From an optimization exercise on the open Yosys and OpenROAD flow, aimed at small area and a short achievable clock period; shortcuts taken in it are not production practice.
The RTL of this run was laid out without a check of its function.
Power and IR drop assume default switching activity.

<file path="design/flow/design.v">
`timescale 1ps/1ps
module ReservationStation(input clk, input rst,
    input wen, input flush,
    input [3:0]instr_index, input [3:0]instr_opcode, input [7:0]instr_i, input [3:0]in_op1, input [3:0]in_op2, input [15:0]in_val1, input [15:0]in_val2, input is_val_op1, input is_val_op2,
    output [3:0]out_instr_index, output [3:0]out_opcode, output [7:0]out_i, output out_valid,
    output [15:0]out_val1, output [15:0]out_val2, output is_full,
    input [3:0]cdb_valid_flat, input [15:0]cdb_rob_index_flat, input [63:0]cdb_result_flat
    );
    genvar n;
    wire cdb_valid[0:3];
    wire [3:0]cdb_rob_index[0:3];
    wire [15:0]cdb_result[0:3];
    generate
        for (n=0;n<4;n=n+1) assign cdb_valid[3-n] = cdb_valid_flat[1*n+0:1*n];
        for (n=0;n<4;n=n+1) assign cdb_rob_index[3-n] = cdb_rob_index_flat[4*n+3:4*n];
        for (n=0;n<4;n=n+1) assign cdb_result[3-n] = cdb_result_flat[16*n+15:16*n];
    endgenerate
    reg [15:0]instruction_indices[0:3];  
    reg [3:0]instr_opcodes[0:3];  
    reg [7:0]instr_i_values[0:3];      
    reg instruction_valid[0:3];   
    reg [3:0]op1[0:3];    
    reg op1_valid[0:3];   
    reg [15:0]val1[0:3];  
    reg [3:0]op2[0:3];    
    reg op2_valid[0:3];   
    reg [15:0]val2[0:3];  
    reg [3:0] out_instr_index_reg;  
    reg [3:0] out_opcode_reg;  
    reg [7:0] out_i_reg;       
    reg       out_valid_reg;             
    reg [15:0]out_val1_reg;        
    reg [15:0]out_val2_reg;        
    reg is_full_reg;
    assign out_instr_index = out_instr_index_reg;
    assign out_opcode = out_opcode_reg;
    assign out_i = out_i_reg;
    assign out_valid = out_valid_reg;
    assign out_val1 = out_val1_reg;
    assign out_val2 = out_val2_reg;
    assign is_full = is_full_reg;
    integer i;
    wire i0_valid = instruction_valid[2'b00];
    wire [3:0] i0_opcode = instr_opcodes[0];
    wire i0_op1_valid = op1_valid[0];
    wire i0_op2_valid = op2_valid[0];
    always @(posedge clk) begin
        if (rst) begin
            instruction_valid[0] <= 0;
            instruction_valid[1] <= 0;
            instruction_valid[2] <= 0;
            instruction_valid[3] <= 0;
            out_valid_reg <= 0;
            is_full_reg <= 0;
        end
        else if (~flush) begin
            if (wen & ~instruction_valid[2'b00]) begin
                instruction_valid[2'b00] <= 1;
                instr_opcodes[2'b00] <= instr_opcode;
                instr_i_values[2'b00] <= instr_i;
                instruction_indices[2'b00] <= instr_index;
                op1[2'b00] <= in_op1;
                op2[2'b00] <= in_op2;
                val1[2'b00] <= in_val1;
                val2[2'b00] <= in_val2;
                op1_valid[2'b00] <= is_val_op1;
                op2_valid[2'b00] <= is_val_op2;
            end
            else if (wen & ~instruction_valid[2'b01]) begin
                instruction_valid[2'b01] <= 1;
                instr_opcodes[2'b01] <= instr_opcode;
                instr_i_values[2'b01] <= instr_i;
                instruction_indices[2'b01] <= instr_index;
                op1[2'b01] <= in_op1;
                op2[2'b01] <= in_op2;
                val1[2'b01] <= in_val1;
                val2[2'b01] <= in_val2;
                op1_valid[2'b01] <= is_val_op1;
                op2_valid[2'b01] <= is_val_op2;
            end
            else if (wen & ~instruction_valid[2'b10]) begin
                instruction_valid[2'b10] <= 1;
                instr_opcodes[2'b10] <= instr_opcode;
                instr_i_values[2'b10] <= instr_i;
                instruction_indices[2'b10] <= instr_index;
                op1[2'b10] <= in_op1;
                op2[2'b10] <= in_op2;
                val1[2'b10] <= in_val1;
                val2[2'b10] <= in_val2;
                op1_valid[2'b10] <= is_val_op1;
                op2_valid[2'b10] <= is_val_op2;
            end
            else if (wen & ~instruction_valid[2'b11]) begin
                instruction_valid[2'b11] <= 1;
                instr_opcodes[2'b11] <= instr_opcode;
                instr_i_values[2'b11] <= instr_i;
                instruction_indices[2'b11] <= instr_index;
                op1[2'b11] <= in_op1;
                op2[2'b11] <= in_op2;
                val1[2'b11] <= in_val1;
                val2[2'b11] <= in_val2;
                op1_valid[2'b11] <= is_val_op1;
                op2_valid[2'b11] <= is_val_op2;
            end
            is_full_reg <= instruction_valid[0] & instruction_valid[1] & instruction_valid[2] & instruction_valid[3];
            for(i = 0; i < 4; i = i + 1) begin
                if (instruction_valid[i] & ~op1_valid[i] & cdb_valid[0] & (cdb_rob_index[0] == op1[i])) begin
                    val1[i] <= cdb_result[0];
                    op1_valid[i] <= 1;
                end
                else if (instruction_valid[i] & ~op1_valid[i] & cdb_valid[1] & (cdb_rob_index[1] == op1[i])) begin
                    val1[i] <= cdb_result[1];
                    op1_valid[i] <= 1;
                end
                else if (instruction_valid[i] & ~op1_valid[i] & cdb_valid[2] & (cdb_rob_index[2] == op1[i])) begin
                    val1[i] <= cdb_result[2];
                    op1_valid[i] <= 1;
                end
                else if (instruction_valid[i] & ~op1_valid[i] & cdb_valid[3] & (cdb_rob_index[3] == op1[i])) begin
                    val1[i] <= cdb_result[3];
                    op1_valid[i] <= 1;
                end
                if (instruction_valid[i] & ~op2_valid[i] & cdb_valid[0] & (cdb_rob_index[0] == op2[i])) begin
                    val2[i] <= cdb_result[0];
                    op2_valid[i] <= 1;
                end
                else if (instruction_valid[i] & ~op2_valid[i] & cdb_valid[1] & (cdb_rob_index[1] == op2[i])) begin
                    val2[i] <= cdb_result[1];
                    op2_valid[i] <= 1;
                end
                else if (instruction_valid[i] & ~op2_valid[i] & cdb_valid[2] & (cdb_rob_index[2] == op2[i])) begin
                    val2[i] <= cdb_result[2];
                    op2_valid[i] <= 1;
                end
                else if (instruction_valid[i] & ~op2_valid[i] & cdb_valid[3] & (cdb_rob_index[3] == op2[i])) begin
                    val2[i] <= cdb_result[3];
                    op2_valid[i] <= 1;
                end
            end
            if (instruction_valid[2'b00] & op1_valid[2'b00] & op2_valid[2'b00]) begin
                instruction_valid[2'b00] <= 0;
                out_instr_index_reg <= instruction_indices[2'b00];
                out_opcode_reg <= instr_opcodes[2'b00]; 
                out_i_reg <= instr_i_values[2'b00];
                out_valid_reg <= 1;      
                out_val1_reg <= val1[2'b00];       
                out_val2_reg <= val2[2'b00];
            end
            else if (instruction_valid[2'b01] & op1_valid[2'b01] & op2_valid[2'b01]) begin
                instruction_valid[2'b01] <= 0;
                out_instr_index_reg <= instruction_indices[2'b01];
                out_opcode_reg <= instr_opcodes[2'b01]; 
                out_i_reg <= instr_i_values[2'b01];
                out_valid_reg <= 1;      
                out_val1_reg <= val1[2'b01];       
                out_val2_reg <= val2[2'b01];
            end
            else if (instruction_valid[2'b10] & op1_valid[2'b10] & op2_valid[2'b10]) begin
                instruction_valid[2'b10] <= 0;
                out_instr_index_reg <= instruction_indices[2'b10];
                out_opcode_reg <= instr_opcodes[2'b10]; 
                out_i_reg <= instr_i_values[2'b10];
                out_valid_reg <= 1;      
                out_val1_reg <= val1[2'b10];       
                out_val2_reg <= val2[2'b10];
            end
            else if (instruction_valid[2'b11] & op1_valid[2'b11] & op2_valid[2'b11]) begin
                instruction_valid[2'b11] <= 0;
                out_instr_index_reg <= instruction_indices[2'b11];
                out_opcode_reg <= instr_opcodes[2'b11]; 
                out_i_reg <= instr_i_values[2'b11];
                out_valid_reg <= 1;      
                out_val1_reg <= val1[2'b11];       
                out_val2_reg <= val2[2'b11];
            end
            else begin
                out_valid_reg <= 0;
            end
        end
    end
endmodule
`timescale 1ps/1ps
module FXU
(input clk, input rst, input flush,
input [3:0] in_opcode, input [3:0] in_index, input in_valid,
input [15:0] in_va, input [15:0] in_vb, input [7:0] in_i,  
output out_valid, output [3:0] out_rob_index, output [15:0] out_return_value);
    reg m_valid;
    reg m_flush;
    reg [3:0] opcode;
    reg [3:0] rob_index;
    reg [15:0] va;
    reg [15:0] vb;
    reg [15:0] i;
    always @(posedge clk) begin 
        if (rst) begin
            m_valid <= 0;
            m_flush <= 0;
        end
        else begin
            m_valid <= in_valid;
            m_flush <= flush;
        end
        opcode <= in_opcode;
        rob_index <= in_index;
        va <= in_va;
        vb <= in_vb;
        i <= in_i;
    end
    wire isAdd = opcode == 4'b0000;
    wire isSub = opcode == 4'b0001;
    wire isMov = opcode == 4'b0100;
    wire isMovl = opcode == 4'b0101;
    wire isMovh = opcode == 4'b0110;
    assign out_return_value = 
    isAdd ? va + vb : 
    isSub ? va - vb :
    isMov ? va :
    isMovl ? {{8{i[7]}}, i} : 
    isMovh ? {i, va[7:0]} : 
    0;
    assign out_valid = m_valid & ~m_flush;
    assign out_rob_index = rob_index;
endmodule
`timescale 1ps/1ps
module BranchUnit
(input clk, input rst,
input [3:0] opcode, input [3:0] in_index, input in_valid,
input [15:0] vt, input [15:0] va,   
output out_valid, output [3:0] rob_index, output [15:0] branch_target);
    reg m_valid;
    reg [3:0] m_opcode;
    reg [3:0] m_in_index;
    reg [15:0] m_vt;
    reg [15:0] m_va;
    always @(posedge clk) begin 
        if (rst) m_valid <= 0;
        else m_valid <= in_valid;
        m_opcode <= opcode;
        m_in_index <= in_index;
        m_vt <= vt;
        m_va <= va;
    end
    wire isJz = m_opcode == 4'b1000;
    wire isJnz = m_opcode == 4'b1001;
    wire isJs = m_opcode == 4'b1010;
    wire isJns = m_opcode == 4'b1011;
    wire branch_taken = 
    isJz ? m_va == 0 : 
    isJnz ? m_va != 0 :
    isJs ? m_va[0] == 1 :
    isJns ? m_va[0] != 1 : 
    0;
    assign out_valid = m_valid & branch_taken;  
    assign rob_index = m_in_index;
    assign branch_target = m_vt;
endmodule
`timescale 1ps/1ps
module ExecBackend
(input clk, input rst, input flush,
input fxu0_valid, input [3:0] fxu0_rob_idx, input [3:0] fxu0_opcode, input [7:0] fxu0_imm,
input [3:0] fxu0_a_owner, input [3:0] fxu0_b_owner, input [15:0] fxu0_a_value, input [15:0] fxu0_b_value,
input fxu0_a_ready, input fxu0_b_ready,
input fxu1_valid, input [3:0] fxu1_rob_idx, input [3:0] fxu1_opcode, input [7:0] fxu1_imm,
input [3:0] fxu1_a_owner, input [3:0] fxu1_b_owner, input [15:0] fxu1_a_value, input [15:0] fxu1_b_value,
input fxu1_a_ready, input fxu1_b_ready,
input br_valid, input [3:0] br_rob_idx, input [3:0] br_opcode,
input [3:0] br_a_owner, input [3:0] br_b_owner, input [15:0] br_a_value, input [15:0] br_b_value,
input br_a_ready, input br_b_ready,
input lsu_cdb_valid, input [3:0] lsu_cdb_index, input [15:0] lsu_cdb_value,
output fxu0_full, output fxu1_full, output br_full,
output fxu0_cdb_valid, output [3:0] fxu0_cdb_index, output [15:0] fxu0_cdb_value,
output fxu1_cdb_valid, output [3:0] fxu1_cdb_index, output [15:0] fxu1_cdb_value,
output br_cdb_valid, output [3:0] br_cdb_index, output [15:0] br_cdb_target
);
    wire cdb_valid_0 = br_cdb_valid;
    wire cdb_valid_1 = lsu_cdb_valid;
    wire cdb_valid_2 = fxu1_cdb_valid;
    wire cdb_valid_3 = fxu0_cdb_valid;
    wire [3:0] cdb_valid = {cdb_valid_3, cdb_valid_2, cdb_valid_1, cdb_valid_0};
    wire [15:0] indices = {fxu0_cdb_index, fxu1_cdb_index, lsu_cdb_index, br_cdb_index};
    wire [63:0] new_values = {fxu0_cdb_value, fxu1_cdb_value, lsu_cdb_value, br_cdb_target};
    wire [3:0]res_fxu0_out_instr_index;
    wire [3:0]res_fxu0_out_opcode;
    wire [7:0]res_fxu0_out_i;
    wire res_fxu0_out_valid;
    wire [15:0]res_fxu0_op1_value;
    wire [15:0]res_fxu0_op2_value;
    ReservationStation fxu0_reservationstation
    (clk, rst,
    fxu0_valid, flush,
    fxu0_rob_idx, fxu0_opcode, fxu0_imm, fxu0_a_owner, fxu0_b_owner, fxu0_a_value, fxu0_b_value, fxu0_a_ready, fxu0_b_ready,
    res_fxu0_out_instr_index, res_fxu0_out_opcode, res_fxu0_out_i, res_fxu0_out_valid,
    res_fxu0_op1_value, res_fxu0_op2_value, fxu0_full,
    cdb_valid, indices, new_values);
    FXU fxu0
    (clk, rst, flush,
    res_fxu0_out_opcode, res_fxu0_out_instr_index, res_fxu0_out_valid,
    res_fxu0_op1_value, res_fxu0_op2_value, res_fxu0_out_i,
    fxu0_cdb_valid, fxu0_cdb_index, fxu0_cdb_value
    );
    wire [3:0]res_fxu1_out_instr_index;
    wire [3:0]res_fxu1_out_opcode;
    wire [7:0]res_fxu1_out_i;
    wire res_fxu1_out_valid;
    wire [15:0]res_fxu1_op1_value;
    wire [15:0]res_fxu1_op2_value;
    ReservationStation fxu1_reservationstation
    (clk, rst,
    fxu1_valid, flush,
    fxu1_rob_idx, fxu1_opcode, fxu1_imm, fxu1_a_owner, fxu1_b_owner, fxu1_a_value, fxu1_b_value, fxu1_a_ready, fxu1_b_ready,
    res_fxu1_out_instr_index, res_fxu1_out_opcode, res_fxu1_out_i, res_fxu1_out_valid,
    res_fxu1_op1_value, res_fxu1_op2_value, fxu1_full,
    cdb_valid, indices, new_values);
    FXU fxu1
    (clk, rst, flush,
    res_fxu1_out_opcode, res_fxu1_out_instr_index, res_fxu1_out_valid,
    res_fxu1_op1_value, res_fxu1_op2_value, res_fxu1_out_i,
    fxu1_cdb_valid, fxu1_cdb_index, fxu1_cdb_value
    );
    wire [3:0]res_branch_out_instr_index;
    wire [3:0]res_branch_out_opcode;
    wire [7:0]res_branch_out_i;
    wire res_branch_out_valid;
    wire [15:0]res_branch_op1_value;
    wire [15:0]res_branch_op2_value;
    wire [7:0] extra = 8'd0;
    wire no = 0;
    ReservationStation branch_unit_reservationstation
    (clk, rst,
    br_valid, no,
    br_rob_idx, br_opcode, extra, br_a_owner, br_b_owner, br_a_value, br_b_value, br_a_ready, br_b_ready,
    res_branch_out_instr_index, res_branch_out_opcode, res_branch_out_i, res_branch_out_valid,
    res_branch_op1_value, res_branch_op2_value, br_full,
    cdb_valid, indices, new_values);
    BranchUnit branch_unit
    (clk, rst,
    res_branch_out_opcode, res_branch_out_instr_index, res_branch_out_valid,
    res_branch_op1_value, res_branch_op2_value,
    br_cdb_valid, br_cdb_index, br_cdb_target
    );
endmodule
</file>
<file path="design/flow/run.sh">
#!/bin/bash
# synth_recipe.tcl (not shown) runs the flow's synth.tcl, then flattens the netlist and writes it again
# the make line also repeats each setting of config.mk as NAME=value (left out here)
make -C /OpenROAD-flow-scripts/flow DESIGN_CONFIG=/design/flow/config.mk WORK_HOME=/design/flow/orfs CLKGATE_MAP_FILE= SYNTH_SCRIPT=/design/flow/synth_recipe.tcl finish
</file>
<file path="design/flow/config.mk">
export PLATFORM = sky130hd
export DESIGN_NAME = ExecBackend
export DESIGN_NICKNAME = ExecBackend
export VERILOG_FILES = /design/flow/design.v
export SDC_FILE = /design/flow/constraint.sdc
export NUM_CORES = 4
export LEC_CHECK = 0
export CAP_MARGIN = 20
export CORE_MARGIN = 2
export CORE_UTILIZATION = 40
export SETUP_SLACK_MARGIN = 0.3
export SLEW_MARGIN = 20
</file>
<file path="design/flow/constraint.sdc">
create_clock -name core_clock -period 5.5 [get_ports {clk}]
set_input_delay 1.1000 -clock core_clock [delete_from_list [all_inputs] [get_ports {clk}]]
set_output_delay 1.1000 -clock core_clock [all_outputs]
set_load 0.01 [all_outputs]
</file>
==> out/metrics.cfg <==
[run_status]
status=no timing/DRC/antenna violations

[detailed_routing]
drt_wl_total_um=230000
ant_nets=0
dr.pass1.iters=8
routed_via_density=6.13
wire_per_inst_um=29.3
vias=48068
drc=0
drtIter0Drc=6632

[synthesis]
synthCells=5804
yosysWarnings=13
ys_ff_latch=958
syn_area_per_cell_um2=9.78
syn_area_um2=56800
synthDominantCellAreaShare_pct=42.3
synthFlopType=edfxtp_1
synth-edff-count=800
synth.distinct_cells=81
seq_area_frac_synth_pct=47.9
synth_nets=6061
synth-async-reset-ratio_pct=0
yosysTopAreaCell=edfxtp_1
synthTopCellsByArea=edfxtp_1 (42%), mux2i_1 (9.4%), a211oi_1 (6.1%)

[placement]
gp_congestion=0.952
port_buffers=258
dp_hpwl_um=158000
placed_cell_area_um2=62000

[power_and_ir_drop]
ir_drop_uv=235
cellLeakagePower_nw=22.1
p_per_area_nw_per_um2=256

[floorplan]
pin_count=259
die_area_um2=145000
std_cell_rows=138
start_util_pct=40.2
die_h_um=381
die_w_um=381
core_um2=141000

[layout]
syn2layout_area_growth_pct=16.6
fin_util_pct=46.9
fillers=13134
layout.nets=6110
layout_common_cells=edfxtp_1 (800), a21oi_1 (668), nor2_1 (532), mux2i_1 (532), a211oi_1 (457)
layout_commonest_cell=edfxtp_1
drive_gt1_share_pct=11.1
final_area_um2=66200

[setup_path]
cpLargestDelayFamily=compound AO/OA/AOI/OAI gates
path_class=flip-flop to primary output
crit_path_cell_trace=inv_1, ha_1, a21o_1, nor2b_1, nand4_1, a21oi_1, o21ai_1, o31ai_2, mux2i_1, a2111oi_4, buf_12, inv_1, clkdlybuf4s50_1
crit_buf_inv=4
cp.arrival_ns=4.05
crit_path_frequent_cell=inv_1
worst_setup_path_start_kind=flip-flop
crit_fanout=7
required_ns=4.40
slowest_delay_ns=0.47
crit_slowest_cell=clkdlybuf4s50_1
endpoint_kind=primary output

[clock_network]
clk_latency_ns=0.78
root_buffer=clkbuf_16
cts_hold_buf=0
numCtsBuffers=107
cts_buffer_depth=3
htree_num_levels=3
clkSlewWorstSetupHoldPaths_ns=0.06
cts.sinks=958
tritoncts=built

[timing]
period_share_pct=93.7
max_clock_freq_mhz=194
rsz0062_at_grt=yes
setup-tns-final_ns=0
hold_viol_final=0
skew_ns=0.0613
drv_slew=0
hold_ws_ns=0.333
slew_headroom_pct=17.7
tightestPinTransition_ns=1.23
setup_violations=0
min_period_ns=5.15

[global_routing]
grt_antenna_before_repair=26
grt_max_degree=85
overflow=0
grt_pass1_vias=44507
grt_pass1_wl_um=326000
track_usage_pct=30.8

[run]
max-cap-violations=0

[hold_path]
worst_hold_path_type=flip-flop to flip-flop

what timing repair did:
action	4_1_cts	5_1_grt
pin swaps	9	14
gates resized for setup	15	29
setup buffers	6	7
cloned	0	0
setup endpoints to repair	15	18
endpoints found under the hold margin	0	0
final cells by class:
class                           instances  area, um2  share of cell area (%)
Clock buffer                          144       3030                    4.58
Antenna cell                            7       17.5                  0.0265
Clock inverter                         60        827                    1.25
Inverter                              102        383                   0.578
Sequential cell                       958      27200                    41.1
Multi-Input combinational cell       4151      27700                    41.8
Timing Repair Buffer                  533       4720                    7.13
Tap cell                             1890       2360                    3.57
kinds of logic (layout without fill, tap and decap cells):
family	Yosys count	after routing	share of synthesized area (%)
AOI/OAI and AO/OA	1738	1738	18.4
DFF	958	958	47.9
and+or+nand+nor	1410	1410	11.4
muxes	543	543	9.59
other	0	7	0
adders and majority gates	64	64	1.46
buffers and inverters	695	839	5.15
xor gates and xnor gates	396	396	6.11
report_power, final:
| part | internal (mW) | leakage (nW) | switching (mW) |
|---|---|---|---|
| registers | 7.95 | 8.57 | 0.0606 |
| logic | 0.442 | 11.7 | 0.688 |
| clock network | 4.58 | 1.88 | 3.26 |
worst reg2reg max path: stages (launching register included):
cell and delay (ns):
dfxtp_1 0.29, nor4_1 0.50, nand4_1 0.58, mux2i_1 0.43, nor2_4 0.19, nor4_4 0.88, buf_4 0.41, nor3_1 0.12
o22ai_1 0.21, buf_4 0.36
routing by layer:
layer	track usage (%)	wire [um]	vias up
li1	-	-	21334
met1	42.0	93300	23106
met2	44.0	95000	3050
met3	9.18	29200	550
met4	15.7	12600	28
met5	0	173	-
cell usage after synthesis, types with 13 or more instances:
master,n
nor2_1,538
edfxtp_1,800
nand4_1,30
nor4_2,15
a21o_1,20
o21ai_1,32
clkbuf_1,440
a21oi_1,682
o21ai_0,369
xor2_1,115
ha_1,60
o22ai_1,13
inv_1,102
nand2_1,418
o211ai_1,14
nor3_1,81
buf_6,24
a211oi_1,461
buf_1,63
nand2b_1,72
buf_4,21
mux2i_1,532
dfxtp_1,158
xnor2_1,281
buf_2,45
a31oi_1,16
a22oi_1,24
nor2b_1,27
nand3_1,88
nor4_1,59
worst paths after layout:
check	start	depth (start not counted)	endpoint	slack, ns
worst max-delay path	fxu0.vb[8]$_DFF_P_	13	fxu0_cdb_value[15]	0.35
worst min register to register	fxu1_reservationstation.out_opcode_reg[2]$_DFFE_PP_	0	fxu1.opcode[2]$_DFF_P_	0.33
worst min-delay path	fxu1_reservationstation.out_opcode_reg[2]$_DFFE_PP_	0	fxu1.opcode[2]$_DFF_P_	0.33
worst max register to register	branch_unit.m_va[2]$_DFF_P_	9	fxu1_reservationstation.val2[2][10]$_DFFE_PP_	1.21
through the flow:
step	total power, mW	cells	setup WS, ns
after floorplan	8.72	5804	0.801
after global placement	9.24	7620	0.629
after detailed placement	9.25	7620	0.612
after CTS	17.0	7830	0.215
after global routing	17.4	7842	0.156
final	17.0	7845	0.347

port drivers added, routing unchanged:
The flow's constraints put no driver on any port. The routed layout listed below was extracted and timed again, unchanged, in two steps.
Step 1, drivers: a clkbuf_16 drives clk and a buf_2 each remaining input, both assumed.
Step 2 also shifts input and output timing later by t, the mid clock arrival at the registers, as if the neighbouring blocks saw the same clock.
Three values: ideal, step 1, step 2; two values: the first two.
t (ns): 0.834
slack for setup (ns): 0.347 / 0.261 / 1.018
slew at the worst register clock pin (ns): 0.07 / 0.07
After both steps this run still meets setup and hold. The setup slack of this run moves by -0.086 ns with the drivers and by +0.671 ns with both steps.
